Source: an optimization exercise on an open RTL-to-GDS flow (aim: small area, a short achievable clock period and few clock cycles per item). Production flows keep margins and buffers that such runs may drop.
In this exercise RTL edits were held to simulation tests only and were not proved equivalent to the original.
Power and IR drop assume default switching activity.

## multiply_32
module multiply_32 #(parameter N=32) (clk, reset, enable, multiplier, multiplicand, ready, product_upper, product_lower);
Size in the first run: about 2,900 cells after synthesis, roughly 120 flip-flops, roughly 130 I/O pins, about 32,000 um^2 of cells after synthesis.
clock: 14.0 ns
lec_check: 0
cap_margin: 20
core_margin: 2
core_utilization: 70
cts_buf_list: sky130_fd_sc_hd__clkbuf_4 sky130_fd_sc_hd__clkbuf_8
place_density: 0.8
slew_margin: 20
synth_hierarchical: 1
synth_minimum_keep_size: 0
standard.sh (not shown) runs the stock make flow with config.mk's settings and CLKGATE_MAP_FILE= SYNTH_SCRIPT=/design/flow/synth_recipe.tcl, a recipe that flattens the netlist after the stock synthesis.
==> flow/flow/run.sh <==
#!/bin/bash
set -e
export BUFFER_PORTS_ARGS="-buffer_cell sky130_fd_sc_hd__buf_2"
export SKIP_BUFFER_REMOVAL=1
export SETUP_SLACK_MARGIN=7.5
bash standard.sh > standard.log 2>&1
The first run completed without violations.
Testbench counts at the start, summed over its fixed seeds: cycles 2,400, items 2,400.
Rerun with:
CORE_UTILIZATION = 60   (was 70)
GPL_TIMING_DRIVEN = 0   (was not set)
PLACE_DENSITY = 0.7   (was 0.8)
Non-clock buffer count increases by 235.
Utilization decreases by 8.0 points.
Worst setup slack improved by 70 ps.
Cell area increases by 5.2%.
Hold slack got worse by 3.9 ps.
Clock skew does not change.
Die area increases by 16%.
Routed wire length increases by 1.8%.
Global-route usage decreases by 1.8 points.
Power increases by 14%.
Combinational power increases by 18%.
Rerun with:
==> flow/flow/run.sh (replaced) <==
#!/bin/bash
set -e
export DONT_BUFFER_PORTS=1
export PRE_GLOBAL_PLACE_TCL=$PWD/flow/io_buffers.tcl
export SETUP_SLACK_MARGIN=7.5
bash standard.sh > standard.log 2>&1
==> flow/flow/io_buffers.tcl (new file) <==
buffer_ports -inputs -buffer_cell sky130_fd_sc_hd__buf_6
buffer_ports -outputs -buffer_cell sky130_fd_sc_hd__buf_2
CORE_UTILIZATION = 40   (was 60)
CTS_BUF_LIST = not set   (was sky130_fd_sc_hd__clkbuf_4 sky130_fd_sc_hd__clkbuf_8)
GPL_TIMING_DRIVEN = not set   (was 0)
PLACE_DENSITY = not set   (was 0.7)
Area after synthesis is unchanged.
Cell area came out lower by roughly a tenth.
Register-to-register slack got worse by 40 ps.
Via count goes down by roughly a tenth.
Power goes down by about a fifth.
Core utilization came out lower by 27 points.
Hold slack gets better by 69 ps.
Rerun with:
==> flow/flow/run.sh (replaced) <==
#!/bin/bash
set -e
export BUFFER_PORTS_ARGS="-buffer_cell sky130_fd_sc_hd__buf_2"
export SKIP_BUFFER_REMOVAL=1
export SETUP_SLACK_MARGIN=7.8
bash standard.sh > standard.log 2>&1
CORE_UTILIZATION = 60   (was 40)
CTS_BUF_LIST = sky130_fd_sc_hd__clkbuf_8 sky130_fd_sc_hd__clkbuf_16   (was not set)
PLACE_DENSITY = 0.7   (was not set)
removed: flow/flow/io_buffers.tcl
Outcome:
- via count climbs by 17%
- worst setup slack gets worse by 96 ps
- total power climbs by 13%
- core utilization climbs by 30 points
- clock-buffer cell count climbs by 1
Rerun with:
==> flow/flow/run.sh (replaced) <==
#!/bin/bash
set -e
export BUFFER_PORTS_ARGS="-buffer_cell sky130_fd_sc_hd__buf_2"
export SKIP_BUFFER_REMOVAL=1
export SETUP_SLACK_MARGIN=7.5
bash standard.sh > standard.log 2>&1
CTS_BUF_LIST = sky130_fd_sc_hd__clkbuf_4 sky130_fd_sc_hd__clkbuf_8   (was sky130_fd_sc_hd__clkbuf_8 sky130_fd_sc_hd__clkbuf_16)
Core utilization decreases by 8.4 points.
Design area decreases by roughly a tenth.
Count of clock-buffer cells in the layout decreases by 1.
Sequential share of layout area increases by 1.4 points.
Flip-flop and latch count is unchanged.
Critical path depth decreases by 2.
Global-route usage decreases by 7.9 points.

multiply_32 again, from the RTL that the note above started with.
export LEC_CHECK = 0
export CAP_MARGIN = 20
export CORE_MARGIN = 2
export CORE_UTILIZATION = 50
export CTS_BUF_LIST = sky130_fd_sc_hd__clkbuf_4 sky130_fd_sc_hd__clkbuf_8
export PLACE_DENSITY = 0.65
export SLEW_MARGIN = 20
export SYNTH_HIERARCHICAL = 1
export SYNTH_MINIMUM_KEEP_SIZE = 0
create_clock -name core_clock -period 14.0 [get_ports {clk}]
==> flow/flow/run.sh <==
#!/bin/bash
set -e
export BUFFER_PORTS_ARGS="-buffer_cell sky130_fd_sc_hd__buf_2"
export SKIP_BUFFER_REMOVAL=1
export SETUP_SLACK_MARGIN=7.5
bash standard.sh > standard.log 2>&1
Testbench counts at the start, summed over its fixed seeds: cycles 2,400, items 2,400.
Change:
Settings changed: CORE_UTILIZATION 50 to 40, CTS_BUF_LIST sky130_fd_sc_hd__clkbuf_4 sky130_fd_sc_hd__clkbuf_8 to not set, PLACE_DENSITY 0.65 to not set.
The new run produced a clean layout. Wire length climbs by 6.7%. Final cell count climbs by 7.5%. Core utilization drops by 7.8 points. Final area climbs by 6.3%. Critical path depth climbs by 2.
Change:
--- a/flow/flow/run.sh
+++ b/flow/flow/run.sh
@@ -5 +5 @@
-export SETUP_SLACK_MARGIN=7.5
+export SETUP_SLACK_MARGIN=8.5
Wire length rises by 37%.
Maximum frequency falls by 1.6%.
Utilization rises by 13 points.
Count of clock-buffer cells in the layout stays the same.
Global-route usage rises by 11 points.
Worst hold slack hardly moves.

wip/maple:
multiply_32 again, from the RTL that the note above started with.
clock: 14.0 ns
lec_check: 0
cap_margin: 20
core_margin: 2
core_utilization: 60
cts_buf_list: sky130_fd_sc_hd__clkbuf_4 sky130_fd_sc_hd__clkbuf_8
place_density: 0.7
slew_margin: 20
synth_hierarchical: 1
synth_minimum_keep_size: 0
==> flow/flow/run.sh <==
#!/bin/bash
set -e
export BUFFER_PORTS_ARGS="-buffer_cell sky130_fd_sc_hd__buf_2"
export SKIP_BUFFER_REMOVAL=1
export SETUP_SLACK_MARGIN=7.3
bash standard.sh > standard.log 2>&1
Testbench counts of wip/maple, summed over its fixed seeds: cycles 2,400, items 2,400.
Modified inputs, wip/nickel compared to wip/maple
Settings: SLEW_MARGIN changed from 20 to 0; CAP_MARGIN changed from 20 to 0.
==> flow/flow/run.sh <==
#!/bin/bash
set -e
export BUFFER_PORTS_ARGS="-buffer_cell sky130_fd_sc_hd__buf_2"
export SKIP_BUFFER_REMOVAL=1
export SETUP_SLACK_MARGIN=7.5
bash standard.sh > standard.log 2>&1
==> comparison <==
wip/nickel: flow completed, timing, DRC and antenna clean. [compare] base=wip/maple new=wip/nickel: iteration count of the initial detailed-routing pass went down by 2, global-route usage went down by 0.97 points, final instance area rose by 420 um^2, wire length of the first global-routing pass went down 1.9%. wip/nickel does better than wip/maple on worst setup slack. Going from wip/maple to wip/nickel, clock tree buffer count of the final layout shrank by 2, arithmetic-cell share of the synthesized area counting full adders, half adders and majority gates ~0 delta, final cell utilization of the core now larger, hold slack held.

[re-timing with driven ports]
How much do the figures lean on ideal ports? The routed layouts below were timed once more, with nothing changed but the port constraints.
Step 1: set_driving_cell puts a clkbuf_16 on clk and a buf_2 on each other input, an assumption about the parent block.
Step 2 moves the port delays by t, midway between the first and last clock arrival at a register: inputs arrive t later, outputs are due t later. That takes back most of the time a late clock gives input paths.
Slacks: ideal / step 1 / step 2; pairs: ideal / step 1.
| run | shift t [ns] | slack for setup (ns) | hold slack, ns | clock arrival spread, ns | worst data-port slew with drivers (ns) | max-slew violations | capacitance violations |
|---|---|---|---|---|---|---|---|
| the first run of note 1 | 0.613 | 7.398 / 7.288 / 6.675 | 0.488 / 0.488 / 0.488 | 0.047 / 0.047 | 0.34 | 0 / 0 | 0 / 0 |
| the second run of note 1 | 0.610 | 7.467 / 7.458 / 6.886 | 0.484 / 0.484 / 0.484 | 0.034 / 0.034 | 0.10 | 0 / 0 | 0 / 0 |
| the third run of note 1 | 0.542 | 7.631 / 6.848 / 6.306 | 0.553 / 0.554 / 0.554 | 0.021 / 0.021 | 3.11 | 0 / 124 | 0 / 1 |
| the fourth run of note 1 | 0.561 | 7.535 / 7.381 / 6.820 | 0.485 / 0.485 / 0.485 | 0.027 / 0.026 | 0.33 | 0 / 0 | 0 / 0 |
| the fifth run of note 1 | 0.619 | 7.477 / 7.475 / 6.856 | 0.482 / 0.482 / 0.482 | 0.028 / 0.029 | 0.10 | 0 / 0 | 0 / 0 |
| the first run of note 2 | 0.627 | 7.396 / 7.385 / 6.758 | 0.491 / 0.491 / 0.491 | 0.032 / 0.032 | 0.08 | 0 / 0 | 0 / 0 |
| the second run of note 2 | 0.549 | 7.532 / 7.524 / 6.975 | 0.477 / 0.477 / 0.477 | 0.016 / 0.016 | 0.11 | 0 / 0 | 0 / 0 |
| the third run of note 2 | 0.522 | 7.425 / 7.290 / 6.768 | 0.480 / 0.480 / 0.480 | 0.020 / 0.020 | 0.37 | 0 / 0 | 0 / 0 |
| wip/maple | 0.605 | 7.307 / 7.328 / 6.723 | 0.484 / 0.484 / 0.484 | 0.026 / 0.027 | 0.06 | 0 / 0 | 0 / 0 |
| wip/nickel | 0.619 | 7.477 / 7.475 / 6.856 | 0.482 / 0.482 / 0.482 | 0.028 / 0.029 | 0.10 | 0 / 0 | 0 / 0 |
After both steps setup and hold are still met in every run listed. With drivers on, slew violations rise in the third run of note 1. The drivers bring new capacitance violations in the third run of note 1. For the third run of note 1, which loses most, drivers alone change the setup slack by -0.783 ns; drivers and shift together by -1.325 ns.
